From an optimization exercise on the open Yosys and OpenROAD flow, aimed at small area and a short achievable clock period; shortcuts taken in it are not production practice.
At most, simulation tests tie the RTL to the original design; equivalence was not proved.
For runs 1 to 3, only the layout was checked, not whether the RTL still works.
No activity file was given, so power comes from the tool's default toggle rates.

$ cat design/flow/design.v
module multiplier  #(parameter width = 16)
   ( input    signed  [width-1 : 0] multiplicand,
     input    signed  [width-1 : 0] multiplier,   
     output   signed  [2 * width - 1 : 0] product
   ) ;
   assign  product = multiplicand * multiplier ;
endmodule
module  adder  #(parameter width = 32)  
		( input   signed [width-1 : 0] a ,
		  input   signed [width-1 : 0] b , 
		  output  signed [width-1 : 0] sum
		) ;
    assign   sum = a + b ;
endmodule
module accumulator #(parameter width = 32) 
	(input    clk,
     	 input    ena,
         input    reset,
         input	  signed [width - 1 : 0] acc_in,
   	 output   reg signed [width - 1 : 0] acc_out
	) ;
   always @(posedge clk) begin
      if (reset)  acc_out <= 0 ;
      else if (ena) acc_out <= acc_in ;
   end
endmodule
module mac_demo(input clk, input reset, input ena,
                input signed [15:0] k, input signed [15:0] x,
                output signed [31:0] acc_out);
  reg [31:0] rs, rc;
  wire [31:0] ag, ap;
  ha u_cp0 (.a(rs[0]), .b(rc[0]), .s(ap[0]), .co(ag[0]));
  ha u_cp1 (.a(rs[1]), .b(rc[1]), .s(ap[1]), .co(ag[1]));
  ha u_cp2 (.a(rs[2]), .b(rc[2]), .s(ap[2]), .co(ag[2]));
  ha u_cp3 (.a(rs[3]), .b(rc[3]), .s(ap[3]), .co(ag[3]));
  ha u_cp4 (.a(rs[4]), .b(rc[4]), .s(ap[4]), .co(ag[4]));
  ha u_cp5 (.a(rs[5]), .b(rc[5]), .s(ap[5]), .co(ag[5]));
  ha u_cp6 (.a(rs[6]), .b(rc[6]), .s(ap[6]), .co(ag[6]));
  ha u_cp7 (.a(rs[7]), .b(rc[7]), .s(ap[7]), .co(ag[7]));
  ha u_cp8 (.a(rs[8]), .b(rc[8]), .s(ap[8]), .co(ag[8]));
  ha u_cp9 (.a(rs[9]), .b(rc[9]), .s(ap[9]), .co(ag[9]));
  ha u_cp10 (.a(rs[10]), .b(rc[10]), .s(ap[10]), .co(ag[10]));
  ha u_cp11 (.a(rs[11]), .b(rc[11]), .s(ap[11]), .co(ag[11]));
  ha u_cp12 (.a(rs[12]), .b(rc[12]), .s(ap[12]), .co(ag[12]));
  ha u_cp13 (.a(rs[13]), .b(rc[13]), .s(ap[13]), .co(ag[13]));
  ha u_cp14 (.a(rs[14]), .b(rc[14]), .s(ap[14]), .co(ag[14]));
  ha u_cp15 (.a(rs[15]), .b(rc[15]), .s(ap[15]), .co(ag[15]));
  ha u_cp16 (.a(rs[16]), .b(rc[16]), .s(ap[16]), .co(ag[16]));
  ha u_cp17 (.a(rs[17]), .b(rc[17]), .s(ap[17]), .co(ag[17]));
  ha u_cp18 (.a(rs[18]), .b(rc[18]), .s(ap[18]), .co(ag[18]));
  ha u_cp19 (.a(rs[19]), .b(rc[19]), .s(ap[19]), .co(ag[19]));
  ha u_cp20 (.a(rs[20]), .b(rc[20]), .s(ap[20]), .co(ag[20]));
  ha u_cp21 (.a(rs[21]), .b(rc[21]), .s(ap[21]), .co(ag[21]));
  ha u_cp22 (.a(rs[22]), .b(rc[22]), .s(ap[22]), .co(ag[22]));
  ha u_cp23 (.a(rs[23]), .b(rc[23]), .s(ap[23]), .co(ag[23]));
  ha u_cp24 (.a(rs[24]), .b(rc[24]), .s(ap[24]), .co(ag[24]));
  ha u_cp25 (.a(rs[25]), .b(rc[25]), .s(ap[25]), .co(ag[25]));
  ha u_cp26 (.a(rs[26]), .b(rc[26]), .s(ap[26]), .co(ag[26]));
  ha u_cp27 (.a(rs[27]), .b(rc[27]), .s(ap[27]), .co(ag[27]));
  ha u_cp28 (.a(rs[28]), .b(rc[28]), .s(ap[28]), .co(ag[28]));
  ha u_cp29 (.a(rs[29]), .b(rc[29]), .s(ap[29]), .co(ag[29]));
  ha u_cp30 (.a(rs[30]), .b(rc[30]), .s(ap[30]), .co(ag[30]));
  ha u_cp31 (.a(rs[31]), .b(rc[31]), .s(ap[31]), .co(ag[31]));
  wire pg1 = ag[1] | (ap[1] & ag[0]);
  wire pp_1 = ap[1] & ap[0];
  wire pg2 = ag[3] | (ap[3] & ag[2]);
  wire pp_2 = ap[3] & ap[2];
  wire pg3 = ag[5] | (ap[5] & ag[4]);
  wire pp_3 = ap[5] & ap[4];
  wire pg4 = ag[7] | (ap[7] & ag[6]);
  wire pp_4 = ap[7] & ap[6];
  wire pg5 = ag[9] | (ap[9] & ag[8]);
  wire pp_5 = ap[9] & ap[8];
  wire pg6 = ag[11] | (ap[11] & ag[10]);
  wire pp_6 = ap[11] & ap[10];
  wire pg7 = ag[13] | (ap[13] & ag[12]);
  wire pp_7 = ap[13] & ap[12];
  wire pg8 = ag[15] | (ap[15] & ag[14]);
  wire pp_8 = ap[15] & ap[14];
  wire pg9 = ag[17] | (ap[17] & ag[16]);
  wire pp_9 = ap[17] & ap[16];
  wire pg10 = ag[19] | (ap[19] & ag[18]);
  wire pp_10 = ap[19] & ap[18];
  wire pg11 = ag[21] | (ap[21] & ag[20]);
  wire pp_11 = ap[21] & ap[20];
  wire pg12 = ag[23] | (ap[23] & ag[22]);
  wire pp_12 = ap[23] & ap[22];
  wire pg13 = ag[25] | (ap[25] & ag[24]);
  wire pp_13 = ap[25] & ap[24];
  wire pg14 = ag[27] | (ap[27] & ag[26]);
  wire pp_14 = ap[27] & ap[26];
  wire pg15 = ag[29] | (ap[29] & ag[28]);
  wire pp_15 = ap[29] & ap[28];
  wire pg16 = ag[31] | (ap[31] & ag[30]);
  wire pp_16 = ap[31] & ap[30];
  wire pg17 = pg2 | (pp_2 & pg1);
  wire pp_17 = pp_2 & pp_1;
  wire pg18 = pg4 | (pp_4 & pg3);
  wire pp_18 = pp_4 & pp_3;
  wire pg19 = pg6 | (pp_6 & pg5);
  wire pp_19 = pp_6 & pp_5;
  wire pg20 = pg8 | (pp_8 & pg7);
  wire pp_20 = pp_8 & pp_7;
  wire pg21 = pg10 | (pp_10 & pg9);
  wire pp_21 = pp_10 & pp_9;
  wire pg22 = pg12 | (pp_12 & pg11);
  wire pp_22 = pp_12 & pp_11;
  wire pg23 = pg14 | (pp_14 & pg13);
  wire pp_23 = pp_14 & pp_13;
  wire pg24 = pg16 | (pp_16 & pg15);
  wire pp_24 = pp_16 & pp_15;
  wire pg25 = pg18 | (pp_18 & pg17);
  wire pp_25 = pp_18 & pp_17;
  wire pg26 = pg20 | (pp_20 & pg19);
  wire pp_26 = pp_20 & pp_19;
  wire pg27 = pg22 | (pp_22 & pg21);
  wire pp_27 = pp_22 & pp_21;
  wire pg28 = pg24 | (pp_24 & pg23);
  wire pp_28 = pp_24 & pp_23;
  wire pg29 = pg26 | (pp_26 & pg25);
  wire pp_29 = pp_26 & pp_25;
  wire pg30 = pg28 | (pp_28 & pg27);
  wire pp_30 = pp_28 & pp_27;
  wire pg31 = pg30 | (pp_30 & pg29);
  wire pp_31 = pp_30 & pp_29;
  wire pg32 = pg27 | (pp_27 & pg29);
  wire pp_32 = pp_27 & pp_29;
  wire pg33 = pg19 | (pp_19 & pg25);
  wire pp_33 = pp_19 & pp_25;
  wire pg34 = pg21 | (pp_21 & pg29);
  wire pp_34 = pp_21 & pp_29;
  wire pg35 = pg23 | (pp_23 & pg32);
  wire pp_35 = pp_23 & pp_32;
  wire pg36 = pg3 | (pp_3 & pg17);
  wire pp_36 = pp_3 & pp_17;
  wire pg37 = pg5 | (pp_5 & pg25);
  wire pp_37 = pp_5 & pp_25;
  wire pg38 = pg7 | (pp_7 & pg33);
  wire pp_38 = pp_7 & pp_33;
  wire pg39 = pg9 | (pp_9 & pg29);
  wire pp_39 = pp_9 & pp_29;
  wire pg40 = pg11 | (pp_11 & pg34);
  wire pp_40 = pp_11 & pp_34;
  wire pg41 = pg13 | (pp_13 & pg32);
  wire pp_41 = pp_13 & pp_32;
  wire pg42 = pg15 | (pp_15 & pg35);
  wire pp_42 = pp_15 & pp_35;
  wire pg43 = ag[2] | (ap[2] & pg1);
  wire pp_43 = ap[2] & pp_1;
  wire pg44 = ag[4] | (ap[4] & pg17);
  wire pp_44 = ap[4] & pp_17;
  wire pg45 = ag[6] | (ap[6] & pg36);
  wire pp_45 = ap[6] & pp_36;
  wire pg46 = ag[8] | (ap[8] & pg25);
  wire pp_46 = ap[8] & pp_25;
  wire pg47 = ag[10] | (ap[10] & pg37);
  wire pp_47 = ap[10] & pp_37;
  wire pg48 = ag[12] | (ap[12] & pg33);
  wire pp_48 = ap[12] & pp_33;
  wire pg49 = ag[14] | (ap[14] & pg38);
  wire pp_49 = ap[14] & pp_38;
  wire pg50 = ag[16] | (ap[16] & pg29);
  wire pp_50 = ap[16] & pp_29;
  wire pg51 = ag[18] | (ap[18] & pg39);
  wire pp_51 = ap[18] & pp_39;
  wire pg52 = ag[20] | (ap[20] & pg34);
  wire pp_52 = ap[20] & pp_34;
  wire pg53 = ag[22] | (ap[22] & pg40);
  wire pp_53 = ap[22] & pp_40;
  wire pg54 = ag[24] | (ap[24] & pg32);
  wire pp_54 = ap[24] & pp_32;
  wire pg55 = ag[26] | (ap[26] & pg41);
  wire pp_55 = ap[26] & pp_41;
  wire pg56 = ag[28] | (ap[28] & pg35);
  wire pp_56 = ap[28] & pp_35;
  wire pg57 = ag[30] | (ap[30] & pg42);
  wire pp_57 = ap[30] & pp_42;
  assign acc_out = ap ^ {pg57, pg42, pg56, pg35, pg55, pg41, pg54, pg32, pg53, pg40, pg52, pg34, pg51, pg39, pg50, pg29, pg49, pg38, pg48, pg33, pg47, pg37, pg46, pg25, pg45, pg36, pg44, pg17, pg43, pg1, ag[0], 1'b0};
  wire en = ena & ~reset;
  wire [31:0] fb = acc_out & {32{~reset}};
  wire [16:0] xe = {x, 1'b0};
  wire [15:0] kg = k;
  wire [16:0] ke = {k[15], k};
  wire [17:0] ke2 = {ke, 1'b0};
  wire [7:0] ng, ngb;
  wire b0_one = (xe[1] ^ xe[0]) & en;
  wire b0_two = ((xe[2] & ~xe[1] & ~xe[0]) | (~xe[2] & xe[1] & xe[0])) & en;
  assign ng[0] = xe[2];
  wire [16:0] t0 = ke ^ {17{ng[0]}};
  wire [16:0] pp0 = ({17{b0_one}} & t0) | ({17{b0_two}} & {t0[15:0], ng[0]});
  assign ngb[0] = xe[2] & ~(xe[1] & xe[0]) & en;
  wire b1_one = (xe[3] ^ xe[2]) & en;
  wire b1_two = ((xe[4] & ~xe[3] & ~xe[2]) | (~xe[4] & xe[3] & xe[2])) & en;
  assign ng[1] = xe[4];
  wire [16:0] t1 = ke ^ {17{ng[1]}};
  wire [16:0] pp1 = ({17{b1_one}} & t1) | ({17{b1_two}} & {t1[15:0], ng[1]});
  assign ngb[1] = xe[4] & ~(xe[3] & xe[2]) & en;
  wire b2_one = (xe[5] ^ xe[4]) & en;
  wire b2_two = ((xe[6] & ~xe[5] & ~xe[4]) | (~xe[6] & xe[5] & xe[4])) & en;
  assign ng[2] = xe[6];
  wire [16:0] t2 = ke ^ {17{ng[2]}};
  wire [16:0] pp2 = ({17{b2_one}} & t2) | ({17{b2_two}} & {t2[15:0], ng[2]});
  assign ngb[2] = xe[6] & ~(xe[5] & xe[4]) & en;
  wire b3_one = (xe[7] ^ xe[6]) & en;
  wire b3_two = ((xe[8] & ~xe[7] & ~xe[6]) | (~xe[8] & xe[7] & xe[6])) & en;
  assign ng[3] = xe[8];
  wire [16:0] t3 = ke ^ {17{ng[3]}};
  wire [16:0] pp3 = ({17{b3_one}} & t3) | ({17{b3_two}} & {t3[15:0], ng[3]});
  assign ngb[3] = xe[8] & ~(xe[7] & xe[6]) & en;
  wire b4_one = (xe[9] ^ xe[8]) & en;
  wire b4_two = ((xe[10] & ~xe[9] & ~xe[8]) | (~xe[10] & xe[9] & xe[8])) & en;
  assign ng[4] = xe[10];
  wire [16:0] t4 = ke ^ {17{ng[4]}};
  wire [16:0] pp4 = ({17{b4_one}} & t4) | ({17{b4_two}} & {t4[15:0], ng[4]});
  assign ngb[4] = xe[10] & ~(xe[9] & xe[8]) & en;
  wire b5_one = (xe[11] ^ xe[10]) & en;
  wire b5_two = ((xe[12] & ~xe[11] & ~xe[10]) | (~xe[12] & xe[11] & xe[10])) & en;
  assign ng[5] = xe[12];
  wire [16:0] t5 = ke ^ {17{ng[5]}};
  wire [16:0] pp5 = ({17{b5_one}} & t5) | ({17{b5_two}} & {t5[15:0], ng[5]});
  assign ngb[5] = xe[12] & ~(xe[11] & xe[10]) & en;
  wire b6_one = (xe[13] ^ xe[12]) & en;
  wire b6_two = ((xe[14] & ~xe[13] & ~xe[12]) | (~xe[14] & xe[13] & xe[12])) & en;
  assign ng[6] = xe[14];
  wire [16:0] t6 = ke ^ {17{ng[6]}};
  wire [16:0] pp6 = ({17{b6_one}} & t6) | ({17{b6_two}} & {t6[15:0], ng[6]});
  assign ngb[6] = xe[14] & ~(xe[13] & xe[12]) & en;
  wire b7_one = (xe[15] ^ xe[14]) & en;
  wire b7_two = ((xe[16] & ~xe[15] & ~xe[14]) | (~xe[16] & xe[15] & xe[14])) & en;
  assign ng[7] = xe[16];
  wire [16:0] t7 = ke ^ {17{ng[7]}};
  wire [16:0] pp7 = ({17{b7_one}} & t7) | ({17{b7_two}} & {t7[15:0], ng[7]});
  assign ngb[7] = xe[16] & ~(xe[15] & xe[14]) & en;
  wire [5:0] pk;
  assign pk[0] = kg[0];
  assign pk[1] = kg[1] ^ (ng[7] & |kg[0:0]);
  assign pk[2] = kg[2] ^ (ng[7] & |kg[1:0]);
  assign pk[3] = kg[3] ^ (ng[7] & |kg[2:0]);
  assign pk[4] = kg[4] ^ (ng[7] & |kg[3:0]);
  assign pk[5] = kg[5] ^ (ng[7] & |kg[4:0]);
  wire [5:0] pe7 = ({6{b7_one}} & pk) | ({6{b7_two}} & {pk[4:0], 1'b0});
  wire c7 = ngb[7] & ~(b7_one & |kg[5:0]) & ~(b7_two & |kg[4:0]);
  wire fs0, fc0;
  fa u_fa0 (.a(ngb[0]), .b(fb[0]), .c(pp0[0]), .s(fs0), .co(fc0));
  wire fs1, fc1;
  fa u_fa1 (.a(fb[1]), .b(pp0[1]), .c(fc0), .s(fs1), .co(fc1));
  wire fs2, fc2;
  fa u_fa2 (.a(ngb[1]), .b(fb[2]), .c(pp0[2]), .s(fs2), .co(fc2));
  wire fs3, fc3;
  fa u_fa3 (.a(pp1[0]), .b(fs2), .c(fc1), .s(fs3), .co(fc3));
  wire fs4, fc4;
  fa u_fa4 (.a(fb[3]), .b(pp0[3]), .c(pp1[1]), .s(fs4), .co(fc4));
  wire hs0, hc0;
  ha u_ha0 (.a(fc2), .b(fs4), .s(hs0), .co(hc0));
  wire fs5, fc5;
  fa u_fa5 (.a(ngb[2]), .b(fb[4]), .c(pp0[4]), .s(fs5), .co(fc5));
  wire fs6, fc6;
  fa u_fa6 (.a(pp1[2]), .b(pp2[0]), .c(fc4), .s(fs6), .co(fc6));
  wire fs7, fc7;
  fa u_fa7 (.a(fs5), .b(hc0), .c(fs6), .s(fs7), .co(fc7));
  wire fs8, fc8;
  fa u_fa8 (.a(fb[5]), .b(pp0[5]), .c(pp1[3]), .s(fs8), .co(fc8));
  wire fs9, fc9;
  fa u_fa9 (.a(pp2[1]), .b(fc5), .c(fs8), .s(fs9), .co(fc9));
  wire hs1, hc1;
  ha u_ha1 (.a(fc6), .b(fs9), .s(hs1), .co(hc1));
  wire fs10, fc10;
  fa u_fa10 (.a(ngb[3]), .b(fb[6]), .c(pp0[6]), .s(fs10), .co(fc10));
  wire fs11, fc11;
  fa u_fa11 (.a(pp1[4]), .b(pp2[2]), .c(pp3[0]), .s(fs11), .co(fc11));
  wire fs12, fc12;
  fa u_fa12 (.a(fc8), .b(fs10), .c(fs11), .s(fs12), .co(fc12));
  wire hs2, hc2;
  ha u_ha2 (.a(fc9), .b(fs12), .s(hs2), .co(hc2));
  wire fs13, fc13;
  fa u_fa13 (.a(fb[7]), .b(pp0[7]), .c(pp1[5]), .s(fs13), .co(fc13));
  wire fs14, fc14;
  fa u_fa14 (.a(pp2[3]), .b(pp3[1]), .c(fc10), .s(fs14), .co(fc14));
  wire fs15, fc15;
  fa u_fa15 (.a(fc11), .b(fs13), .c(fs14), .s(fs15), .co(fc15));
  wire hs3, hc3;
  ha u_ha3 (.a(fc12), .b(hc2), .s(hs3), .co(hc3));
  wire fs16, fc16;
  fa u_fa16 (.a(ngb[4]), .b(fb[8]), .c(pp0[8]), .s(fs16), .co(fc16));
  wire fs17, fc17;
  fa u_fa17 (.a(pp1[6]), .b(pp2[4]), .c(pp3[2]), .s(fs17), .co(fc17));
  wire hs4, hc4;
  ha u_ha4 (.a(pp4[0]), .b(fc13), .s(hs4), .co(hc4));
  wire fs18, fc18;
  fa u_fa18 (.a(fb[9]), .b(pp0[9]), .c(pp1[7]), .s(fs18), .co(fc18));
  wire hs5, hc5;
  ha u_ha5 (.a(pp2[5]), .b(pp3[3]), .s(hs5), .co(hc5));
  wire fs19, fc19;
  fa u_fa19 (.a(ngb[5]), .b(fb[10]), .c(pp0[10]), .s(fs19), .co(fc19));
  wire fs20, fc20;
  fa u_fa20 (.a(pp1[8]), .b(pp2[6]), .c(pp3[4]), .s(fs20), .co(fc20));
  wire fs21, fc21;
  fa u_fa21 (.a(fb[11]), .b(pp0[11]), .c(pp1[9]), .s(fs21), .co(fc21));
  wire hs6, hc6;
  ha u_ha6 (.a(pp2[7]), .b(pp3[5]), .s(hs6), .co(hc6));
  wire fs22, fc22;
  fa u_fa22 (.a(ngb[6]), .b(fb[12]), .c(pp0[12]), .s(fs22), .co(fc22));
  wire fs23, fc23;
  fa u_fa23 (.a(pp1[10]), .b(pp2[8]), .c(pp3[6]), .s(fs23), .co(fc23));
  wire hs7, hc7;
  ha u_ha7 (.a(pp4[4]), .b(pp5[2]), .s(hs7), .co(hc7));
  wire fs24, fc24;
  fa u_fa24 (.a(fb[13]), .b(pp0[13]), .c(pp1[11]), .s(fs24), .co(fc24));
  wire fs25, fc25;
  fa u_fa25 (.a(pp2[9]), .b(pp3[7]), .c(pp4[5]), .s(fs25), .co(fc25));
  wire hs8, hc8;
  ha u_ha8 (.a(pp5[3]), .b(pp6[1]), .s(hs8), .co(hc8));
  wire fs26, fc26;
  fa u_fa26 (.a(fb[14]), .b(pp0[14]), .c(pp1[12]), .s(fs26), .co(fc26));
  wire fs27, fc27;
  fa u_fa27 (.a(pp2[10]), .b(pp3[8]), .c(pp4[6]), .s(fs27), .co(fc27));
  wire fs28, fc28;
  fa u_fa28 (.a(pp5[4]), .b(pp6[2]), .c(pe7[0]), .s(fs28), .co(fc28));
  wire fs29, fc29;
  fa u_fa29 (.a(fb[15]), .b(pp0[15]), .c(pp1[13]), .s(fs29), .co(fc29));
  wire fs30, fc30;
  fa u_fa30 (.a(pp2[11]), .b(pp3[9]), .c(pp4[7]), .s(fs30), .co(fc30));
  wire fs31, fc31;
  fa u_fa31 (.a(pp5[5]), .b(pp6[3]), .c(pe7[1]), .s(fs31), .co(fc31));
  wire fs32, fc32;
  fa u_fa32 (.a(fb[16]), .b(pp0[16]), .c(pp1[14]), .s(fs32), .co(fc32));
  wire fs33, fc33;
  fa u_fa33 (.a(pp2[12]), .b(pp3[10]), .c(pp4[8]), .s(fs33), .co(fc33));
  wire fs34, fc34;
  fa u_fa34 (.a(pp5[6]), .b(pp6[4]), .c(pe7[2]), .s(fs34), .co(fc34));
  wire fs35, fc35;
  fa u_fa35 (.a(fb[17]), .b(pp0[16]), .c(pp1[15]), .s(fs35), .co(fc35));
  wire fs36, fc36;
  fa u_fa36 (.a(pp2[13]), .b(pp3[11]), .c(pp4[9]), .s(fs36), .co(fc36));
  wire fs37, fc37;
  fa u_fa37 (.a(pp5[7]), .b(pp6[5]), .c(pe7[3]), .s(fs37), .co(fc37));
  wire fs38, fc38;
  fa u_fa38 (.a(fb[18]), .b(~pp0[16]), .c(~pp1[16]), .s(fs38), .co(fc38));
  wire fs39, fc39;
  fa u_fa39 (.a(pp2[14]), .b(pp3[12]), .c(pp4[10]), .s(fs39), .co(fc39));
  wire fs40, fc40;
  fa u_fa40 (.a(pp5[8]), .b(pp6[6]), .c(pe7[4]), .s(fs40), .co(fc40));
  wire fs41, fc41;
  assign fs41 = ~(fb[19] ^ pp2[15]);
  assign fc41 = fb[19] | pp2[15];
  wire fs42, fc42;
  fa u_fa42 (.a(pp3[13]), .b(pp4[11]), .c(pp5[9]), .s(fs42), .co(fc42));
  wire hs9, hc9;
  ha u_ha9 (.a(pp6[7]), .b(pe7[5]), .s(hs9), .co(hc9));
  wire fs43, fc43;
  fa u_fa43 (.a(fb[20]), .b(~pp2[16]), .c(pp3[14]), .s(fs43), .co(fc43));
  wire fs44, fc44;
  fa u_fa44 (.a(pp4[12]), .b(pp5[10]), .c(pp6[8]), .s(fs44), .co(fc44));
  wire hs10, hc10;
  ha u_ha10 (.a(pp7[6]), .b(c7), .s(hs10), .co(hc10));
  wire fs45, fc45;
  assign fs45 = ~(fb[21] ^ pp3[15]);
  assign fc45 = fb[21] | pp3[15];
  wire fs46, fc46;
  fa u_fa46 (.a(pp4[13]), .b(pp5[11]), .c(pp6[9]), .s(fs46), .co(fc46));
  wire fs47, fc47;
  fa u_fa47 (.a(fb[22]), .b(~pp3[16]), .c(pp4[14]), .s(fs47), .co(fc47));
  wire hs11, hc11;
  assign hs11 = ~fb[23];
  assign hc11 = fb[23];
  wire fs48, fc48;
  fa u_fa48 (.a(fs16), .b(fs17), .c(hs4), .s(fs48), .co(fc48));
  wire fs49, fc49;
  fa u_fa49 (.a(pp4[1]), .b(hs5), .c(fc16), .s(fs49), .co(fc49));
  wire hs12, hc12;
  ha u_ha12 (.a(fc17), .b(fs18), .s(hs12), .co(hc12));
  wire fs50, fc50;
  fa u_fa50 (.a(pp4[2]), .b(pp5[0]), .c(hc5), .s(fs50), .co(fc50));
  wire fs51, fc51;
  fa u_fa51 (.a(fc18), .b(fs19), .c(fs20), .s(fs51), .co(fc51));
  wire fs52, fc52;
  fa u_fa52 (.a(pp4[3]), .b(pp5[1]), .c(hs6), .s(fs52), .co(fc52));
  wire fs53, fc53;
  fa u_fa53 (.a(fc19), .b(fc20), .c(fs21), .s(fs53), .co(fc53));
  wire fs54, fc54;
  fa u_fa54 (.a(pp6[0]), .b(hc6), .c(hs7), .s(fs54), .co(fc54));
  wire fs55, fc55;
  fa u_fa55 (.a(fc21), .b(fs22), .c(fs23), .s(fs55), .co(fc55));
  wire fs56, fc56;
  fa u_fa56 (.a(hc7), .b(hs8), .c(fc22), .s(fs56), .co(fc56));
  wire fs57, fc57;
  fa u_fa57 (.a(fc23), .b(fs24), .c(fs25), .s(fs57), .co(fc57));
  wire fs58, fc58;
  fa u_fa58 (.a(hc8), .b(fc24), .c(fc25), .s(fs58), .co(fc58));
  wire fs59, fc59;
  fa u_fa59 (.a(fs26), .b(fs27), .c(fs28), .s(fs59), .co(fc59));
  wire fs60, fc60;
  fa u_fa60 (.a(fc26), .b(fc27), .c(fc28), .s(fs60), .co(fc60));
  wire fs61, fc61;
  fa u_fa61 (.a(fs29), .b(fs30), .c(fs31), .s(fs61), .co(fc61));
  wire fs62, fc62;
  fa u_fa62 (.a(fc29), .b(fc30), .c(fc31), .s(fs62), .co(fc62));
  wire fs63, fc63;
  fa u_fa63 (.a(fs32), .b(fs33), .c(fs34), .s(fs63), .co(fc63));
  wire fs64, fc64;
  fa u_fa64 (.a(fc32), .b(fc33), .c(fc34), .s(fs64), .co(fc64));
  wire fs65, fc65;
  fa u_fa65 (.a(fs35), .b(fs36), .c(fs37), .s(fs65), .co(fc65));
  wire fs66, fc66;
  fa u_fa66 (.a(fc35), .b(fc36), .c(fc37), .s(fs66), .co(fc66));
  wire fs67, fc67;
  fa u_fa67 (.a(fs38), .b(fs39), .c(fs40), .s(fs67), .co(fc67));
  wire fs68, fc68;
  fa u_fa68 (.a(hs9), .b(fc38), .c(fc39), .s(fs68), .co(fc68));
  wire fs69, fc69;
  fa u_fa69 (.a(fc40), .b(fs41), .c(fs42), .s(fs69), .co(fc69));
  wire fs70, fc70;
  fa u_fa70 (.a(hc9), .b(fc41), .c(fc42), .s(fs70), .co(fc70));
  wire fs71, fc71;
  fa u_fa71 (.a(fs43), .b(fs44), .c(hs10), .s(fs71), .co(fc71));
  wire fs72, fc72;
  fa u_fa72 (.a(pp7[7]), .b(fc43), .c(fc44), .s(fs72), .co(fc72));
  wire fs73, fc73;
  fa u_fa73 (.a(fs45), .b(hc10), .c(fs46), .s(fs73), .co(fc73));
  wire fs74, fc74;
  fa u_fa74 (.a(pp5[12]), .b(pp6[10]), .c(pp7[8]), .s(fs74), .co(fc74));
  wire fs75, fc75;
  fa u_fa75 (.a(fc45), .b(fc46), .c(fs47), .s(fs75), .co(fc75));
  wire fs76, fc76;
  fa u_fa76 (.a(hs11), .b(pp4[15]), .c(pp5[13]), .s(fs76), .co(fc76));
  wire fs77, fc77;
  fa u_fa77 (.a(pp6[11]), .b(pp7[9]), .c(fc47), .s(fs77), .co(fc77));
  wire fs78, fc78;
  fa u_fa78 (.a(fb[24]), .b(hc11), .c(~pp4[16]), .s(fs78), .co(fc78));
  wire fs79, fc79;
  fa u_fa79 (.a(pp5[14]), .b(pp6[12]), .c(pp7[10]), .s(fs79), .co(fc79));
  wire fs80, fc80;
  assign fs80 = ~(fb[25] ^ pp5[15]);
  assign fc80 = fb[25] | pp5[15];
  wire hs13, hc13;
  ha u_ha13 (.a(pp6[13]), .b(pp7[11]), .s(hs13), .co(hc13));
  wire fs81, fc81;
  fa u_fa81 (.a(fb[26]), .b(~pp5[16]), .c(pp6[14]), .s(fs81), .co(fc81));
  wire hs14, hc14;
  assign hs14 = ~fb[27];
  assign hc14 = fb[27];
  wire hs15, hc15;
  ha u_ha15 (.a(fc14), .b(fs48), .s(hs15), .co(hc15));
  wire fs82, fc82;
  fa u_fa82 (.a(hc4), .b(hs12), .c(fs49), .s(fs82), .co(fc82));
  wire fs83, fc83;
  fa u_fa83 (.a(fs50), .b(hc12), .c(fc49), .s(fs83), .co(fc83));
  wire fs84, fc84;
  fa u_fa84 (.a(fc50), .b(fs52), .c(fc51), .s(fs84), .co(fc84));
  wire fs85, fc85;
  fa u_fa85 (.a(fc52), .b(fs54), .c(fc53), .s(fs85), .co(fc85));
  wire fs86, fc86;
  fa u_fa86 (.a(fc54), .b(fs56), .c(fc55), .s(fs86), .co(fc86));
  wire fs87, fc87;
  fa u_fa87 (.a(fc56), .b(fs58), .c(fc57), .s(fs87), .co(fc87));
  wire fs88, fc88;
  fa u_fa88 (.a(fc58), .b(fs60), .c(fc59), .s(fs88), .co(fc88));
  wire fs89, fc89;
  fa u_fa89 (.a(fc60), .b(fs62), .c(fc61), .s(fs89), .co(fc89));
  wire fs90, fc90;
  fa u_fa90 (.a(fc62), .b(fs64), .c(fc63), .s(fs90), .co(fc90));
  wire fs91, fc91;
  fa u_fa91 (.a(fc64), .b(fs66), .c(fc65), .s(fs91), .co(fc91));
  wire fs92, fc92;
  fa u_fa92 (.a(fc66), .b(fs68), .c(fc67), .s(fs92), .co(fc92));
  wire fs93, fc93;
  fa u_fa93 (.a(fc68), .b(fc69), .c(fs70), .s(fs93), .co(fc93));
  wire fs94, fc94;
  fa u_fa94 (.a(fc70), .b(fs72), .c(fc71), .s(fs94), .co(fc94));
  wire fs95, fc95;
  fa u_fa95 (.a(fs74), .b(fc72), .c(fc73), .s(fs95), .co(fc95));
  wire fs96, fc96;
  fa u_fa96 (.a(fc74), .b(fs76), .c(fs77), .s(fs96), .co(fc96));
  wire fs97, fc97;
  fa u_fa97 (.a(fc76), .b(fs78), .c(fs79), .s(fs97), .co(fc97));
  wire fs98, fc98;
  fa u_fa98 (.a(hs13), .b(fc78), .c(fc79), .s(fs98), .co(fc98));
  wire fs99, fc99;
  fa u_fa99 (.a(pp7[12]), .b(hc13), .c(fc80), .s(fs99), .co(fc99));
  wire fs100, fc100;
  fa u_fa100 (.a(hs14), .b(pp6[15]), .c(pp7[13]), .s(fs100), .co(fc100));
  wire fs101, fc101;
  fa u_fa101 (.a(fb[28]), .b(hc14), .c(~pp6[16]), .s(fs101), .co(fc101));
  wire hs16, hc16;
  assign hs16 = ~fb[29];
  assign hc16 = fb[29];
  wire hs17, hc17;
  ha u_ha17 (.a(fc15), .b(hc3), .s(hs17), .co(hc17));
  wire fs102, fc102;
  fa u_fa102 (.a(fc48), .b(fs82), .c(hc15), .s(fs102), .co(fc102));
  wire fs103, fc103;
  fa u_fa103 (.a(fs51), .b(fs83), .c(fc82), .s(fs103), .co(fc103));
  wire fs104, fc104;
  fa u_fa104 (.a(fs53), .b(fc83), .c(fs84), .s(fs104), .co(fc104));
  wire fs105, fc105;
  fa u_fa105 (.a(fs55), .b(fc84), .c(fs85), .s(fs105), .co(fc105));
  wire fs106, fc106;
  fa u_fa106 (.a(fs57), .b(fc85), .c(fs86), .s(fs106), .co(fc106));
  wire fs107, fc107;
  fa u_fa107 (.a(fs59), .b(fc86), .c(fs87), .s(fs107), .co(fc107));
  wire fs108, fc108;
  fa u_fa108 (.a(fs61), .b(fc87), .c(fs88), .s(fs108), .co(fc108));
  wire fs109, fc109;
  fa u_fa109 (.a(fs63), .b(fc88), .c(fs89), .s(fs109), .co(fc109));
  wire fs110, fc110;
  fa u_fa110 (.a(fs65), .b(fc89), .c(fs90), .s(fs110), .co(fc110));
  wire fs111, fc111;
  fa u_fa111 (.a(fs67), .b(fc90), .c(fs91), .s(fs111), .co(fc111));
  wire fs112, fc112;
  fa u_fa112 (.a(fs69), .b(fc91), .c(fs92), .s(fs112), .co(fc112));
  wire fs113, fc113;
  fa u_fa113 (.a(fs71), .b(fc92), .c(fs93), .s(fs113), .co(fc113));
  wire fs114, fc114;
  fa u_fa114 (.a(fs73), .b(fc93), .c(fs94), .s(fs114), .co(fc114));
  wire fs115, fc115;
  fa u_fa115 (.a(fs75), .b(fc94), .c(fs95), .s(fs115), .co(fc115));
  wire fs116, fc116;
  fa u_fa116 (.a(fc75), .b(fc95), .c(fs96), .s(fs116), .co(fc116));
  wire fs117, fc117;
  fa u_fa117 (.a(fc77), .b(fs97), .c(fc96), .s(fs117), .co(fc117));
  wire fs118, fc118;
  fa u_fa118 (.a(fs80), .b(fc97), .c(fs98), .s(fs118), .co(fc118));
  wire fs119, fc119;
  fa u_fa119 (.a(fs81), .b(fc98), .c(fs99), .s(fs119), .co(fc119));
  wire fs120, fc120;
  fa u_fa120 (.a(fc81), .b(fs100), .c(fc99), .s(fs120), .co(fc120));
  wire fs121, fc121;
  fa u_fa121 (.a(pp7[14]), .b(fc100), .c(fs101), .s(fs121), .co(fc121));
  wire fs122, fc122;
  fa u_fa122 (.a(hs16), .b(pp7[15]), .c(fc101), .s(fs122), .co(fc122));
  wire fs123, fc123;
  fa u_fa123 (.a(fb[30]), .b(hc16), .c(~pp7[16]), .s(fs123), .co(fc123));
  wire hs18, hc18;
  assign hs18 = ~fb[31];
  assign hc18 = fb[31];
  wire [31:0] ns = {hs18, fs123, fs122, fs121, fs120, fc118, fs118, fs117, fc115, fc114, fc113, fc112, fc111, fc110, fc109, fc108, fc107, fc106, fc105, fc104, fc103, fs103, hc17, hs15, fs15, hc1, fc7, fs7, hs0, fs3, fs1, fs0};
  wire [31:0] nc = {fc123, fc122, fc121, fc120, fc119, fs119, fc117, fc116, fs116, fs115, fs114, fs113, fs112, fs111, fs110, fs109, fs108, fs107, fs106, fs105, fs104, fc102, fs102, hs17, hs3, hs2, hs1, 1'b0, fc3, 1'b0, 1'b0, 1'b0};
  always @(posedge clk) begin
    rs <= ns;
    rc <= nc;
  end
endmodule
module fa(input a, input b, input c, output s, output co);
  assign s = a ^ b ^ c;
  assign co = (a & b) | (a & c) | (b & c);
endmodule
module ha(input a, input b, output s, output co);
  assign s = a ^ b;
  assign co = a & b;
endmodule
$ cat design/flow/flow/run.sh
#!/bin/bash
# The standard layout (the standard.sh, unchanged synthesis), except that
# the port buffers are plain buffers and the clock-delay buffer cells are not
# used anywhere. The make output goes to standard.log; ORFS keeps each step's
# log under orfs/logs/.
set -uo pipefail
export BUFFER_PORTS_ARGS="-buffer_cell sky130_fd_sc_hd__buf_2"
export DONT_USE_CELLS="sky130_fd_sc_hd__clkdlybuf4s15_1 sky130_fd_sc_hd__clkdlybuf4s15_2 sky130_fd_sc_hd__clkdlybuf4s18_1 sky130_fd_sc_hd__clkdlybuf4s18_2 sky130_fd_sc_hd__clkdlybuf4s25_1 sky130_fd_sc_hd__clkdlybuf4s25_2 sky130_fd_sc_hd__clkdlybuf4s50_1 sky130_fd_sc_hd__clkdlybuf4s50_2"
bash standard.sh > standard.log 2>&1
$ cat design/flow/standard.sh
#!/bin/bash
# synth_recipe.tcl (not shown) runs the flow's synth.tcl, then flattens the netlist and writes it again
# the make line also repeats each setting of config.mk as NAME=value (left out here)
make -C /OpenROAD-flow-scripts/flow DESIGN_CONFIG=/design/flow/config.mk WORK_HOME=/design/flow/orfs CLKGATE_MAP_FILE= SYNTH_SCRIPT=/design/flow/synth_recipe.tcl "${@:-finish}"
$ cat design/flow/config.mk
export PLATFORM = sky130hd
export DESIGN_NAME = mac_demo
export DESIGN_NICKNAME = mac_demo
export VERILOG_FILES = /design/flow/design.v
export SDC_FILE = /design/flow/constraint.sdc
export NUM_CORES = 4
export LEC_CHECK = 0
export ABC_AREA = 1
export CAP_MARGIN = 20
export CORE_MARGIN = 2
export CORE_UTILIZATION = 40
export CTS_BUF_LIST = sky130_fd_sc_hd__clkbuf_4 sky130_fd_sc_hd__clkbuf_8
export SETUP_SLACK_MARGIN = 2.7
export SLEW_MARGIN = 20
export SYNTH_HIERARCHICAL = 1
export SYNTH_MINIMUM_KEEP_SIZE = 0
$ cat design/flow/constraint.sdc
create_clock -name core_clock -period 7.0 [get_ports {clk}]
set_input_delay 1.4000 -clock core_clock [delete_from_list [all_inputs] [get_ports {clk}]]
set_output_delay 1.4000 -clock core_clock [all_outputs]
set_load 0.01 [all_outputs]
==> run notes, run 1 <==
total CTS buffers=9; fin crit period=4260 ps; Routed Antenna Nets=0; post-route design area=0.008974 mm2; Reg power frac=0.178; clock insertion delay at the later pin of the skew report=380 ps; crit start category=input port; largest net degree at the start of global routing=30; crit-path max FO=29; die width=147.0 um; routability cong.=0.8857; drt wl/cell=18.02 um; critical path class=in -> reg; Pwr Density=361.2 mW/mm2; yosys warns=7; antenna violations before repair=0; Layout Skew=16.34 ps; Crit path required time=7250 ps; DRT Pass-1 Iters=5; row count=52; FF-to-FF Start=rs[6]$_DFF_P_; Peak VDD IR=0.2513 mV; Root Buffer=clkbuf_8; Core Util, Final=0.4449; final setup vio count=0; Area Growth Syn to Fin=9.781%; number of synthesized register bits=60; number of synthesized flops with an enable pin=0; combinational power share=0.731; vias in the first global route=6301; CP Capture Type=register; switching power=1.589 mW; fin cells=1162; placed inst area=0.008548 mm2; wire length of the first global-routing pass=33910 um; Synth Instances=860; input/output buffers=66; Leak=4.119 nW; HP Start=rc[31]$_DFF_P_; placed cells=1145; DPL Wire Length=16600 um; FILL cells=1986; Syn Area/Cell=9.505 um2; Switching Share=0.4903; Clk pin slew, worst setup/hold paths=80 ps; dpl ws=1519 ps; Async SR Flop Fraction=0; max cap viols=0; DIE AREA=0.02159 mm2; DR iter-0 viols=440; cts hold-fix bufs=0; # IOs=67; crit path DAT=4510 ps; ant diodes=0; layout cells sized above 1=0.1626; synthesized cell area=0.008174 mm2; GR Util All Layers=0.2032; via/cell ratio=5.312; RSZ-0062 raised after global routing=true; CTS sink count=60; Setup WS post-layout=2740 ps; CP Launch Point=reset; worst hold path type=reg -> reg; P_int=1.652 mW; register area share after synthesis=0.1469; Unique masters post-synth=40; status=timing/DRC/antenna clean; number of H-tree levels=3; total detailed-routing wirelength=20940 um; Core Region=0.02017 mm2; Die Height=147.0 um; initial core utilization=0.4053; clock power share=0.091; Final Cycle Share=0.6085; vias=6173; Fmax=234.8 MHz; CTS tree=done; NumNets Final=1116; residual DRC count=0; sum of negative setup slack=0 ps; Slew Limit Fails=0; GRT overflow=0; CTS Buffer Depth=2; top_reg_cell synth=dfxtp_1; final hold viol count=0
[logic make-up (layout without fill, tap and decap cells)]
group           count (synthesis)  count (layout)  share of synthesized area
simple gates                  175             175                     0.1022
xor+xnor                      138             138                     0.1479
fa+ha+maj                     194             194                     0.4081
buf+inv                       131             160                    0.07301
flops                          60              60                     0.1469
other cells                     1               4                  0.0004588
compound gates                161             161                     0.1214
[critical path, stage by stage]
cell and delay (ps):
buf_8 160, inv_2 190, nand2_8 150, clkinv_8 190, nand3_4 240, o22ai_1 250
fa_1 490, fa_1 450, fa_1 520, fa_1 410
[stage by stage]
stage | hold slack (ps) | total power, mW
2_1_floorplan | 628.8 | 2.279
5_1_grt | 747.3 | 3.663
6_report | 730.1 | 3.241
4_1_cts | 739.9 | 3.276
3_3_place_gp | 748.1 | 2.912
3_5_place_dp | 711.6 | 2.946
[power groups by stage]
stage / Combinational [mW] / Clock [mW] / Sequential, mW
after floorplan: 1.72 / 0 / 0.563
after global placement: 2.33 / 0 / 0.579
after detailed placement: 2.36 / 0 / 0.581
after CTS: 2.40 / 0.307 / 0.573
after global routing: 2.75 / 0.320 / 0.590
final: 2.37 / 0.295 / 0.576
[sequential cells by signal, indices dropped and copies added, names as in the netlist]
signal  count
rc         28
rs         32
[Yosys stat by module, one instance, submodules excluded]
module,cell area [um2],flops+latches,cells
mac_demo,5164,60,692
fa,20.02,0,1
ha,12.51,0,1
[cells in the final DEF, fill, tap and decap left out, drive strengths merged, types with 9 or more instances in the layout]
| cell | count |
|---|---|
| fa | 121 |
| buf | 62 |
| xor2 | 9 |
| a21oi | 15 |
| nand3 | 18 |
| ha | 73 |
| inv | 75 |
| o21ai | 20 |
| o22ai | 116 |
| nand2 | 83 |
| clkbuf | 14 |
| xnor2 | 129 |
| dfxtp | 60 |
| nor2 | 59 |
[final cells by class]
cell class	count	area, um2	share of cell area
tap	270	337.8	0.03765
timing repair buffer	67	367.9	0.04099
clock inverter	7	53.80	0.005996
multi-input combinational	672	6588	0.7341
sequential	60	1201	0.1339
inverter	77	301.5	0.03360
clock buffer	9	123.9	0.01380
[cells in the mapped netlist, types with 13 or more instances]
library cell	number	area, um2
xnor2_1	129	1130
fa_1	121	2422
o22ai_1	116	725.7
ha_1	73	913.4
nand2_1	69	259.0
inv_1	65	244.0
dfxtp_1	60	1201
nor2_1	52	195.2
buf_2	27	135.1
a21oi_1	13	65.06
nand3_1	13	65.06
o21ai_0	13	65.06
[timing repair]
action / in CTS / in global routing
buffers inserted: 0 / 1
endpoints found under the setup margin: 42 / 28
gates resized for setup: 27 / 25
endpoints found under the hold margin: 0 / 0
[layer usage]
metal	wire length, um	track usage
met3	1356	0.03634
met2	9526	0.3223
met4	267	0.04519
met5	0	0
met1	9785	0.2922
[final timing paths]
check	depth (start not counted)	endpoint	slack, ps
min	3	rs[31]$_DFF_P_	730
max	10	rc[15]$_DFF_P_	2740
min reg2reg	3	rs[31]$_DFF_P_	730
max reg2reg	16	rc[16]$_DFF_P_	2870
==> run 2, diff against run 1 <==
--- a/design/flow/config.mk
+++ b/design/flow/config.mk
@@ -12,3 +12,3 @@
 export CTS_BUF_LIST = sky130_fd_sc_hd__clkbuf_4 sky130_fd_sc_hd__clkbuf_8
-export SETUP_SLACK_MARGIN = 2.7
+export SETUP_SLACK_MARGIN = 2.9
 export SLEW_MARGIN = 20
==> run notes, run 2 <==
synthesized cell area=0.008174 mm2 (unchanged); row count=52 (unchanged); max reg flops=32 (unchanged); DR iter-0 viols=393 (-11%); worst hold path type=reg -> reg; Slew Limit Fails=0 (unchanged); synth top area cells=fa_1 (30%), dfxtp_1 (15%), xnor2_1 (14%); Layout Skew=10.29 ps (-6.051 ps); hold path depth=3 (unchanged); Met1 Wirelength=9559 um (-2.3%); Slew headroom=0.6296; Area Growth Syn to Fin=20.73%; sum of negative setup slack=0 ps (unchanged); Buf/Inv on CP=3 (unchanged); hold path endpoint=rs[31]$_DFF_P_; count leader, synth=xnor2_1; Unique masters post-synth=40 (unchanged); synth cell count leaders=xnor2_1 (129), fa_1 (121), o22ai_1 (116); clock power share=0.089 (-0.002); Async SR Flop Fraction=0 (unchanged); antenna violations before repair=0 (unchanged); number of synthesized flops with an enable pin=0 (unchanged); crit-path max FO=16 (-45%); P_int=1.924 mW (+16%); Peak VDD IR=0.5000 mV (+99%); slowest CP cell=fa_1; worst slew pin tran=551.3 ps; Top delay family on crit path=adder cells; HP Start=rs[31]$_DFF_P_; Core Util, Final=0.4893 (+0.04435); DPL Wire Length=16580 um (-0.14%); RSZ-0062 raised after global routing=true; # IOs=67 (unchanged); Die Height=147.0 um (unchanged); vias in the first global route=6657 (+5.6%); CP Launch Point=x[15]; FF-to-FF Start=rc[6]$_DFF_P_; metal2 WL=10600 um (+11%); number of synthesized register bits=60 (unchanged); cell mode on critical path=fa_1; R2R setup slack=3020 ps (+150 ps); largest net degree at the start of global routing=29 (-3.3%); layout cells sized above 1=0.2741 (+0.1115); wire length of the first global-routing pass=35020 um (+3.3%); routability cong.=0.8653 (-2.3%); GR Util All Layers=0.2083 (+0.005059); NumNets Final=1158 (+3.8%); leading cell type in the layout, fill and taps excluded=xnor2_1; Final Cycle Share=0.5815 (-0.02705); placed cells=1146 (+0.087%); Core Region=0.02017 mm2 (unchanged); most flop-heavy register=rs; register area share after synthesis=0.1469 (unchanged); DIE AREA=0.02159 mm2 (unchanged); commonest non-fill, non-tap cells in the layout=xnor2_1 (127), fa_1 (120), o22ai_1 (83), inv_1 (62), ha_1 (61); fin cells=1204 (+3.6%); Routed Antenna Nets=0 (unchanged); critical path class=in -> reg; CP Cell Sequence=buf_6, inv_2, nor2_1, nor2_1, nor3_4, inv_4, o22ai_2, fa_1, fa_1, fa_1, fa_1; Synth Instances=860 (unchanged); fin crit period=4070 ps (-189.4 ps); r2r endpoint=rc[16]$_DFF_P_; Pwr Density=366.8 mW/mm2 (+1.5%); DRT Pass-1 Iters=5 (unchanged); CP Capture Type=register; die width=147.0 um (unchanged); Clk pin slew, worst setup/hold paths=70 ps (about the same); Leak=4.464 nW (+8.4%); max cap viols=0 (unchanged); CTS Buffer Depth=2 (unchanged); final hold viol count=0 (unchanged); area leader, netlist=fa_1; top sig layer=met4; biggest regs=rs (32), rc (28); length in cells of the worst reg-to-reg path=16 (unchanged); crit start category=input port; met3 routed WL=1565 um (+15%); input/output buffers=66 (unchanged); CTS tree=done; Crit path required time=7250 ps (about the same); final setup vio count=0 (unchanged); GRT overflow=0 (unchanged); number of H-tree levels=3 (unchanged); Reg power frac=0.163 (-0.015); CTS sink count=60 (unchanged); combinational power share=0.748 (+0.017); drt wl/cell=18.51 um (+2.8%); switching power=1.695 mW (+6.7%); clock insertion delay at the later pin of the skew report=370 ps (about the same); vias=6521 (+5.6%); initial core utilization=0.4053 (unchanged); top cell type's share of synthesized area=0.2963 (unchanged); top_reg_cell synth=dfxtp_1; crit path DAT=4320 ps (-190 ps); Switching Share=0.4684 (-0.02195); status=timing/DRC/antenna clean; total CTS buffers=9 (unchanged); residual DRC count=0 (unchanged); via/cell ratio=5.416 (+2.0%); Syn Area/Cell=9.505 um2 (unchanged); yosys warns=7 (unchanged); ant diodes=0 (unchanged); Root Buffer=clkbuf_8; Fmax=245.7 MHz (+4.7%); cts hold-fix bufs=0 (unchanged); total detailed-routing wirelength=22290 um (+6.5%); slowest stage delay, CP=510 ps (about the same)
==> run 2: cell count changes in the layout (fill, tap and decap cells not counted), moves of 8 or more <==
cell / before / now
ha_1: 71 / 61
ha_4: 2 / 11
o22ai_2: 1 / 32
o22ai_1: 115 / 83
buf_4: 4 / 37
buf_6: 0 / 8
==> run 2: power by group through the flow <==
stage / clock network [mW] / registers [mW] / logic, mW
floorplan: 0 / 0.563 / 1.73
global route: 0.349 / 0.603 / 3.11
finish: 0.323 / 0.589 / 2.71
detailed placement: 0 / 0.578 / 2.38
CTS: 0.336 / 0.577 / 2.55
global placement: 0 / 0.576 / 2.34
==> run 2: how the worst max path moves through the flow <==
stage | end | slack, ps | cells past startpoint
2_1_floorplan | rc[11]$_DFF_P_ | 2880 | 11
3_3_place_gp | rc[19]$_DFF_P_ | 1920 | 12
3_5_place_dp | rc[19]$_DFF_P_ | 1910 | 12
4_1_cts | rc[16]$_DFF_P_ | 2890 | 16
5_1_grt | acc_out[29] | 2830 | 16
6_report | rc[18]$_DFF_P_ | 2930 | 11
==> run 2: repair_timing <==
item,CTS,global route
cloned,1,2
gates resized for setup,50,83
setup endpoints to repair,38,38
pin swaps,7,25
buffers inserted,14,25
==> run 2: area by class of cell <==
class / instances / area (um2)
Clock inverter: 6 / 63.81
Timing Repair inverter: 1 / 8.758
Multi-Input combinational cell: 674 / 7086
Tap cell: 270 / 337.8
Sequential cell: 60 / 1205
Inverter: 77 / 319.1
Fill cell: 1914 / 10300
Timing Repair Buffer: 106 / 710.7
Clock buffer: 10 / 137.6
==> run 2: worst register-to-register path, stage by stage, from the launching register on <==
cell,delay (ps)
dfxtp_1,370
ha_4,220
nand2_2,70
inv_2,40
a21oi_4,180
a21oi_1,100
or2_1,240
a31o_2,210
ha_1,180
nor2_2,120
xnor2_2,140
inv_2,60
nor2_4,120
fa_1,460
fa_2,380
fa_1,540
fa_1,420
==> run 2: cells by family (layout without fill, tap and decap cells) <==
| group | count (synthesis) | count (layout) | synth area share |
|---|---|---|---|
| adder cells (fa/ha/maj) | 194 | 194 | 0.4081 |
| AND/OR/NAND/NOR | 175 | 177 | 0.1022 |
| AO/OA/AOI/OAI | 161 | 161 | 0.1214 |
| XOR/XNOR | 138 | 138 | 0.1479 |
| buffers and inverters | 131 | 200 | 0.07301 |
| flip-flops | 60 | 60 | 0.1469 |
| other | 1 | 4 | 0.0004588 |
==> run 2: per-module statistics from Yosys, one instance, submodules excluded <==
module / flops+latches / copies in the design / cell area, um2
mac_demo: 60 / 1 / 5164
fa: 0 / 121 / 20.02
ha: 0 / 47 / 12.51
==> run 2: metrics by stage <==
stage	instance area [um2]	total power, mW	hold slack (ps)	worst slack (ps)
2_1_floorplan	8356	2.289	628.8	2878
3_3_place_gp	8681	2.920	616.1	1919
3_5_place_dp	8681	2.959	633.8	1913
4_1_cts	9216	3.463	654.3	2886
5_1_grt	9868	4.058	670.3	2826
6_report	9868	3.619	650.6	2930
==> run 2: routing by layer <==
metal / vias to the layer above / GRT usage
li1: 3016 / -
met4: 0 / 0.06635
met5: - / 0
met3: 37 / 0.04317
met2: 246 / 0.3390
met1: 3222 / 0.2802
==> run 3, diff against run 2 <==
--- a/design/flow/config.mk
+++ b/design/flow/config.mk
@@ -12,3 +12,3 @@
 export CTS_BUF_LIST = sky130_fd_sc_hd__clkbuf_4 sky130_fd_sc_hd__clkbuf_8
-export SETUP_SLACK_MARGIN = 2.9
+export SETUP_SLACK_MARGIN = 3.1
 export SLEW_MARGIN = 20
==> run notes, run 3 <==
area leader, netlist=fa_1; post-route design area=0.01198 mm2 (+21%); number of H-tree levels=3 (unchanged); hold path depth=4 (+1); input/output buffers=66 (unchanged); clock power share=0.086 (-0.003); crit path DAT=4260 ps (-60 ps); Slew headroom=0.6613 (+0.03172); P_int=2.264 mW (+18%); GRT overflow=0 (unchanged); Pwr Density=347.6 mW/mm2 (-5.2%); switching power=1.900 mW (+12%); max cap viols=0 (unchanged); Core Util, Final=0.5938 (+0.1045); DIE AREA=0.02159 mm2 (unchanged); top cell type's share of synthesized area=0.2963 (unchanged); DRT Pass-1 Iters=5 (unchanged); count leader, synth=xnor2_1; R2R setup slack=3030 ps (about the same); antenna violations before repair=0 (unchanged); Root Buffer=clkbuf_8; residual DRC count=0 (unchanged); initial core utilization=0.4053 (unchanged); FILL cells=1678 (-12%); via/cell ratio=5.499 (+1.5%); final setup vio count=0 (unchanged); r2r endpoint=rc[16]$_DFF_P_; synth top area cells=fa_1 (30%), dfxtp_1 (15%), xnor2_1 (14%); Peak VDD IR=0.3868 mV (-23%); CP Capture Type=register; Leak=4.978 nW (+12%); routability cong.=0.8457 (-2.3%); hold path endpoint=rs[31]$_DFF_P_; Syn Area/Cell=9.505 um2 (unchanged); Async SR Flop Fraction=0 (unchanged); drt wl/cell=20.65 um (+12%); yosys warns=7 (unchanged); HP Start=rc[31]$_DFF_P_; top_reg_cell synth=dfxtp_1; combinational power share=0.772 (+0.024); Synth Instances=860 (unchanged); Sequential Area=0.001212 mm2 (+0.62%); Final Cycle Share=0.5730 (-0.008511); vias in the first global route=7238 (+8.7%); CTS Buffer Depth=2 (unchanged); CTS tree=done; synthesized cell area=0.008174 mm2 (unchanged); Crit path required time=7250 ps (about the same); RSZ-0062 raised after global routing=true; total CTS buffers=9 (unchanged); Unique masters post-synth=40 (unchanged); critical path class=in -> reg; worst hold path type=reg -> reg; biggest regs=rs (32), rc (28); placed inst area=0.009568 mm2 (+10%); cts hold-fix bufs=0 (unchanged); DR iter-0 viols=440 (+12%); number of synthesized register bits=60 (unchanged); clock insertion delay at the later pin of the skew report=380 ps (about the same); status=timing/DRC/antenna clean; Fmax=249.3 MHz (+1.5%); commonest non-fill, non-tap cells in the layout=xnor2_1 (97), fa_1 (72), buf_4 (61), inv_1 (55), dfxtp_1 (51); total detailed-routing wirelength=25950 um (+16%); Layout Skew=11.29 ps (+1.000 ps); die width=147.0 um (unchanged); CTS sink count=60 (unchanged); final hold viol count=0 (unchanged); Die Height=147.0 um (unchanged); Slew Limit Fails=0 (unchanged); max reg flops=32 (unchanged); Switching Share=0.4563 (-0.01206); number of synthesized flops with an enable pin=0 (unchanged); DPL Wire Length=17730 um (+7.0%); wire length of the first global-routing pass=40510 um (+16%); length in cells of the worst reg-to-reg path=16 (unchanged); Area Growth Syn to Fin=46.52%; largest net degree at the start of global routing=22 (-24%); NumNets Final=1211 (+4.6%); sum of negative setup slack=0 ps (unchanged); most flop-heavy register=rs; Clk pin slew, worst setup/hold paths=70 ps (about the same); FF-to-FF Start=rc[7]$_DFF_P_; row count=52 (unchanged); register area share after synthesis=0.1469 (unchanged); Reg power frac=0.142 (-0.021); crit start category=input port; vias=6912 (+6.0%); leading cell type in the layout, fill and taps excluded=xnor2_1; Core Region=0.02017 mm2 (unchanged); layout cells sized above 1=0.5035 (+0.2295); Multi-input gate area=0.008483 mm2 (+20%); crit-path max FO=8 (-8); ant diodes=0 (unchanged); synth cell count leaders=xnor2_1 (129), fa_1 (121), o22ai_1 (116); Routed Antenna Nets=0 (unchanged); GR Util All Layers=0.2466 (+0.03831); worst slew pin tran=504.4 ps (-46.97 ps); # IOs=67 (unchanged); fin crit period=4011 ps (-59.58 ps)
[run 3: power by group through the flow]
stage / sequential [mW] / combinational (mW) / clock (mW)
2_1_floorplan: 0.563 / 1.83 / 0
3_3_place_gp: 0.577 / 2.43 / 0
3_5_place_dp: 0.577 / 2.48 / 0
4_1_cts: 0.587 / 2.88 / 0.368
5_1_grt: 0.605 / 3.63 / 0.382
6_report: 0.591 / 3.21 / 0.359
[run 3: cell type report]
type	instances	area share
Inverter	77	0.03082
Clock buffer	9	0.01034
Clock inverter	7	0.007626
Timing Repair Buffer	153	0.1096
Tap cell	270	0.02821
Timing Repair inverter	2	0.003865
Sequential cell	60	0.1012
Multi-Input combinational cell	679	0.7083
[run 3: stage by stage]
| stage | hold slack (ps) | total power, mW | std cells | setup slack [ps] |
|---|---|---|---|---|
| floorplan | 628.8 | 2.389 | 863 | 2933 |
| global placement | 618.4 | 3.010 | 1146 | 1991 |
| detailed placement | 609.7 | 3.053 | 1146 | 1953 |
| CTS | 627.9 | 3.833 | 1238 | 2950 |
| global route | 815.9 | 4.614 | 1257 | 2893 |
| finish | 764.9 | 4.163 | 1257 | 2989 |
[run 3: layer usage]
metal | vias up | routed length, um | track usage
met1 | 3450 | 10290 | 0.3104
met3 | 66 | 1637 | 0.05186
met5 | - | 0 | 0
li1 | 3146 | - | -
met4 | 0 | 1044 | 0.1024
met2 | 250 | 12980 | 0.4143
[run 3: cells by family after synthesis]
| logic type | Yosys count | share of synthesized area |
|---|---|---|
| AOI/OAI and AO/OA | 161 | 0.1214 |
| adders and majority gates | 194 | 0.4081 |
| and+or+nand+nor | 175 | 0.1022 |
| xor gates and xnor gates | 138 | 0.1479 |
| buffers and inverters | 131 | 0.07301 |
| DFF | 60 | 0.1469 |
| other | 1 | 0.0004588 |
[run 3: repair_timing]
item,in CTS,in global routing
gates cloned,10,0
buffers inserted,66,19
resized for setup,148,128
endpoints found under the setup margin,49,48
pin swaps,72,80
endpoints found under the hold margin,0,0
[run 3: per-module statistics from Yosys (local to each module, per instance)]
module / times used / cell area [um2]
fa: 121 / 20.02
ha: 47 / 12.51
mac_demo: 1 / 5164
[run 3: how the worst max path moves through the flow]
stage                   startpoint             end  slack [ps]
global route        rs[10]$_DFF_P_     acc_out[29]        2890
CTS                 rc[10]$_DFF_P_     acc_out[29]        2950
detailed placement            x[1]  rc[19]$_DFF_P_        1950
global placement              x[1]  rc[19]$_DFF_P_        1990
floorplan                    x[15]  rc[17]$_DFF_P_        2930
finish                       reset  rc[11]$_DFF_P_        2990
[run 3: critical path: stages]
cell	delay (ps)
buf_8	100
buf_12	130
inv_16	60
nand2_8	110
buf_12	170
clkinv_16	70
buf_4	130
nand2_8	70
o22ai_4	190
fa_1	470
fa_2	360
fa_2	550
fa_2	430
==> run 4, diff against run 3 <==
--- a/design/flow/design.v
+++ b/design/flow/design.v
@@ -30,2 +30,4 @@
   reg [31:0] rs, rc;
+  reg rz;
+  wire [31:0] acc;
   wire [31:0] ag, ap;
@@ -177,5 +179,6 @@
   wire pp_57 = ap[30] & pp_42;
-  assign acc_out = ap ^ {pg57, pg42, pg56, pg35, pg55, pg41, pg54, pg32, pg53, pg40, pg52, pg34, pg51, pg39, pg50, pg29, pg49, pg38, pg48, pg33, pg47, pg37, pg46, pg25, pg45, pg36, pg44, pg17, pg43, pg1, ag[0], 1'b0};
-  wire en = ena & ~reset;
-  wire [31:0] fb = acc_out & {32{~reset}};
+  assign acc = ap ^ {pg57, pg42, pg56, pg35, pg55, pg41, pg54, pg32, pg53, pg40, pg52, pg34, pg51, pg39, pg50, pg29, pg49, pg38, pg48, pg33, pg47, pg37, pg46, pg25, pg45, pg36, pg44, pg17, pg43, pg1, ag[0], 1'b0};
+  assign acc_out = acc & {32{~rz}};
+  wire en = ena;
+  wire [31:0] fb = acc_out;
   wire [16:0] xe = {x, 1'b0};
@@ -538,2 +541,3 @@
   always @(posedge clk) begin
+    rz <= reset;
     rs <= ns;
--- a/design/flow/config.mk
+++ b/design/flow/config.mk
@@ -12,3 +12,3 @@
 export CTS_BUF_LIST = sky130_fd_sc_hd__clkbuf_4 sky130_fd_sc_hd__clkbuf_8
-export SETUP_SLACK_MARGIN = 3.1
+export SETUP_SLACK_MARGIN = 2.8
 export SLEW_MARGIN = 20
==> run notes, run 4 <==
status=timing/DRC/antenna clean; ant diodes=0 (unchanged); Slew headroom=0.6386 (-0.02272); worst slew pin tran=537.9 ps (+33.57 ps); Reg power frac=0.166 (+0.024); post-route design area=0.009201 mm2 (-23%); HP Start=rc[31]$_DFF_P_; commonest non-fill, non-tap cells in the layout=fa_1 (121), xnor2_1 (114), o22ai_1 (102), inv_1 (75), ha_1 (66); # IOs=67 (unchanged); Slew Limit Fails=0 (unchanged); FF-to-FF Start=rs[7]$_DFF_P_; Leak=4.135 nW (-17%); adder-cell area share of the yosys netlist=0.4100 (+0.001946); Clk pin slew, worst setup/hold paths=70 ps (about the same); CTS tree=done; Top delay family on crit path=adder cells; Area Growth Syn to Fin=13.10%; slowest stage delay, CP=510 ps (-40 ps); synth cell count leaders=fa_1 (121), xnor2_1 (114), o22ai_1 (112); critical path class=in -> reg; final setup vio count=0 (unchanged); DPL Wire Length=16380 um (-7.6%); DRT Pass-1 Iters=5 (unchanged); crit start category=input port; Crit path required time=7240 ps (about the same); largest family of logic cells by synthesized area=adder cells; via/cell ratio=5.396 (-1.9%); number of synthesized register bits=61 (+1.7%); vias in the first global route=6321 (-13%); Pwr Density=416.6 mW/mm2 (+20%); leading cell type in the layout, fill and taps excluded=fa_1; switching power=1.837 mW (-3.3%); CTS sink count=61 (+1.7%); Fmax=242.0 MHz (-3.0%); Root Buffer=clkbuf_8; slowest CP cell=fa_1; top_reg_cell synth=dfxtp_1; sum of negative setup slack=0 ps (unchanged); clock power share=0.086 (about the same); Switching Share=0.4792 (+0.02293); routability cong.=0.8597 (+1.7%); clock insertion delay at the later pin of the skew report=370 ps (about the same); GRT overflow=0 (unchanged); DIE AREA=0.02149 mm2 (-0.46%); CP Cell Sequence=buf_4, nand2_1, o21ai_1, nand2_2, o21ai_1, fa_1, fa_1, fa_1, fa_1; most flop-heavy register=rs; CP Launch Point=x[1]; placed inst area=0.008517 mm2 (-11%); top cell type's share of synthesized area=0.2978 (+0.001413); combinational power share=0.748 (-0.024); Async SR Flop Fraction=0 (unchanged); CP Capture Type=register; crit path DAT=4380 ps (+120 ps); drt wl/cell=18.03 um (-13%); total detailed-routing wirelength=21360 um (-18%); Unique masters post-synth=36 (-10%); fin crit period=4133 ps (+122.1 ps); WHS=693.6 ps (-71.30 ps); worst hold path type=reg -> reg; Syn Area/Cell=9.394 um2 (-1.2%); antenna violations before repair=0 (unchanged); Multi-input gate area=0.006634 mm2 (-22%); layout cells sized above 1=0.1956 (-0.3079); register area share after synthesis=0.1501 (+0.003161); Core Region=0.02010 mm2 (-0.32%); Final Cycle Share=0.5904 (+0.01744); number of H-tree levels=3 (unchanged); multiplexer share of the synthesized area=0 (unchanged); Synth Area in Compound Gates=0.1353 (+0.01396); crit-path max FO=19 (+11); DR iter-0 viols=483 (+9.8%); largest net degree at the start of global routing=33 (+50%); total CTS buffers=9 (unchanged); yosys warns=7 (unchanged); Sequential Area=0.001227 mm2 (+1.2%); initial core utilization=0.4047 (-0.0006178); number of synthesized flops with an enable pin=0 (unchanged); XOR/XNOR Fraction of Synth Area=0.1367 (-0.01114); die width=146.6 um (-0.23%); residual DRC count=0 (unchanged); wire length of the first global-routing pass=34160 um (-16%); vias=6394 (-7.5%); max reg flops=32 (unchanged); synth top area cells=fa_1 (30%), dfxtp_1 (15%), xnor2_1 (12%); count leader, synth=fa_1; Peak VDD IR=0.1880 mV (-51%); Buf/Inv on CP=1 (-5); Die Height=146.6 um (-0.23%); FILL cells=1936 (+15%); Synth Instances=866 (+0.70%); synthesized cell area=0.008135 mm2 (-0.47%); P_int=1.996 mW (-12%); max cap viols=0 (unchanged); GR Util All Layers=0.2047 (-0.04186); Routed Antenna Nets=0 (unchanged); Layout Skew=13.37 ps (+2.074 ps); area leader, netlist=fa_1; biggest regs=rs (32), rc (28), rz (1); NumNets Final=1139 (-5.9%); cell mode on critical path=fa_1; input/output buffers=66 (unchanged); CTS Buffer Depth=2 (unchanged); RSZ-0062 raised after global routing=true; row count=52 (unchanged); simple-gate share of the synthesized area=0.09336 (-0.008894); final hold viol count=0 (unchanged)
run 4: cell type report:
type | instances | share of cell area
clock buffer | 10 | 0.01496
clock inverter | 6 | 0.006799
inverter | 79 | 0.03223
multi-input combinational | 675 | 0.7210
sequential | 61 | 0.1334
tap | 270 | 0.03671
timing repair buffer | 84 | 0.05494
run 4: power by group through the flow:
stage	Clock (mW)	Sequential [mW]	Combinational [mW]
floorplan	0	0.612	2.06
global placement	0	0.627	2.66
detailed placement	0	0.628	2.74
CTS	0.343	0.624	2.83
global route	0.358	0.655	3.36
finish	0.331	0.636	2.87
run 4: final timing paths:
path	slack (ps)	cells past startpoint	to
hold / removal	690	4	rs[31]$_DFF_P_
setup reg to reg	2870	14	rc[17]$_DFF_P_
setup / recovery	2870	9	rc[18]$_DFF_P_
hold reg to reg	690	4	rs[31]$_DFF_P_
run 4: routing by layer:
layer / track usage / vias up / routed length, um
met1: 0.2921 / 3143 / 9673
met3: 0.04719 / 22 / 1597
met5: 0 / - / 0
met4: 0.03786 / 0 / 250
met2: 0.3216 / 229 / 9841
li1: - / 3000 / -
run 4: cells by family after synthesis:
kind of cell	count (synthesis)
AO/OA/AOI/OAI	179
XOR/XNOR	127
adder cells (fa/ha/maj)	194
buffers and inverters	136
flip-flops	61
other	1
AND/OR/NAND/NOR	168
run 4: metrics by stage:
| step | power (mW) | setup slack [ps] | std cells | util |
|---|---|---|---|---|
| after floorplan | 2.668 | 2790 | 869 | - |
| after global placement | 3.290 | 2046 | 1149 | 0.4236 |
| after detailed placement | 3.370 | 2013 | 1149 | 0.4236 |
| after CTS | 3.793 | 2803 | 1168 | 0.4406 |
| after global routing | 4.370 | 2723 | 1185 | 0.4577 |
| final | 3.833 | 2867 | 1185 | 0.4577 |
run 4: worst register-to-register path: stages (launching register included):
cell     delay (ps)
dfxtp_2         330
ha_4            250
nand2_1          90
nand2_2          70
a21oi_4         200
a21oi_2          90
or2_1           270
a31o_1          200
ha_1            190
nor3_1          270
nor3_4          120
fa_1            480
fa_1            470
fa_1            570
fa_1            410
run 4: modules after synthesis (local to each module, per instance):
module    flops+latches  cells inside
mac_demo             61           698
fa                    0             1
ha                    0             1
run 4: what timing repair did:
item,CTS,global route
hold buffers,0,0
gates cloned,0,3
endpoints found under the setup margin,40,35
resized for setup,36,52
buffers inserted,3,14
pin swaps,7,22

==> separate check: timing with driven ports <==
No port has a modelled driver above. Below, the same layouts with a new extraction and two added sets of constraints. Step 1, drivers: a clkbuf_16 drives clk and a buf_2 each remaining input, both assumed. Step 2 adds t to the input delays and takes it off the output delays; t is the mean of the earliest and latest rising clock arrival at the registers after step 1. Input paths then give back, and output paths get back, about the clock's delay inside the block. Slacks: ideal ports / drivers / drivers and shift; pairs: ideal ports / drivers.
run	shift t [ns]	setup WS [ns]	clock arrival spread, ns	slew at the worst register clock pin (ns)
run 1	0.407	2.740 / 2.741 / 2.334	0.016 / 0.016	0.09 / 0.09
run 2	0.405	2.930 / 2.931 / 2.526	0.010 / 0.010	0.08 / 0.08
run 3	0.415	2.989 / 2.953 / 2.574	0.011 / 0.011	0.08 / 0.08
run 4	0.408	2.867 / 2.842 / 2.462	0.014 / 0.014	0.08 / 0.08
After both steps every run listed still meets setup and hold. The setup slack of run 3, which loses most, moves by -0.036 ns with the drivers and by -0.415 ns with both steps.
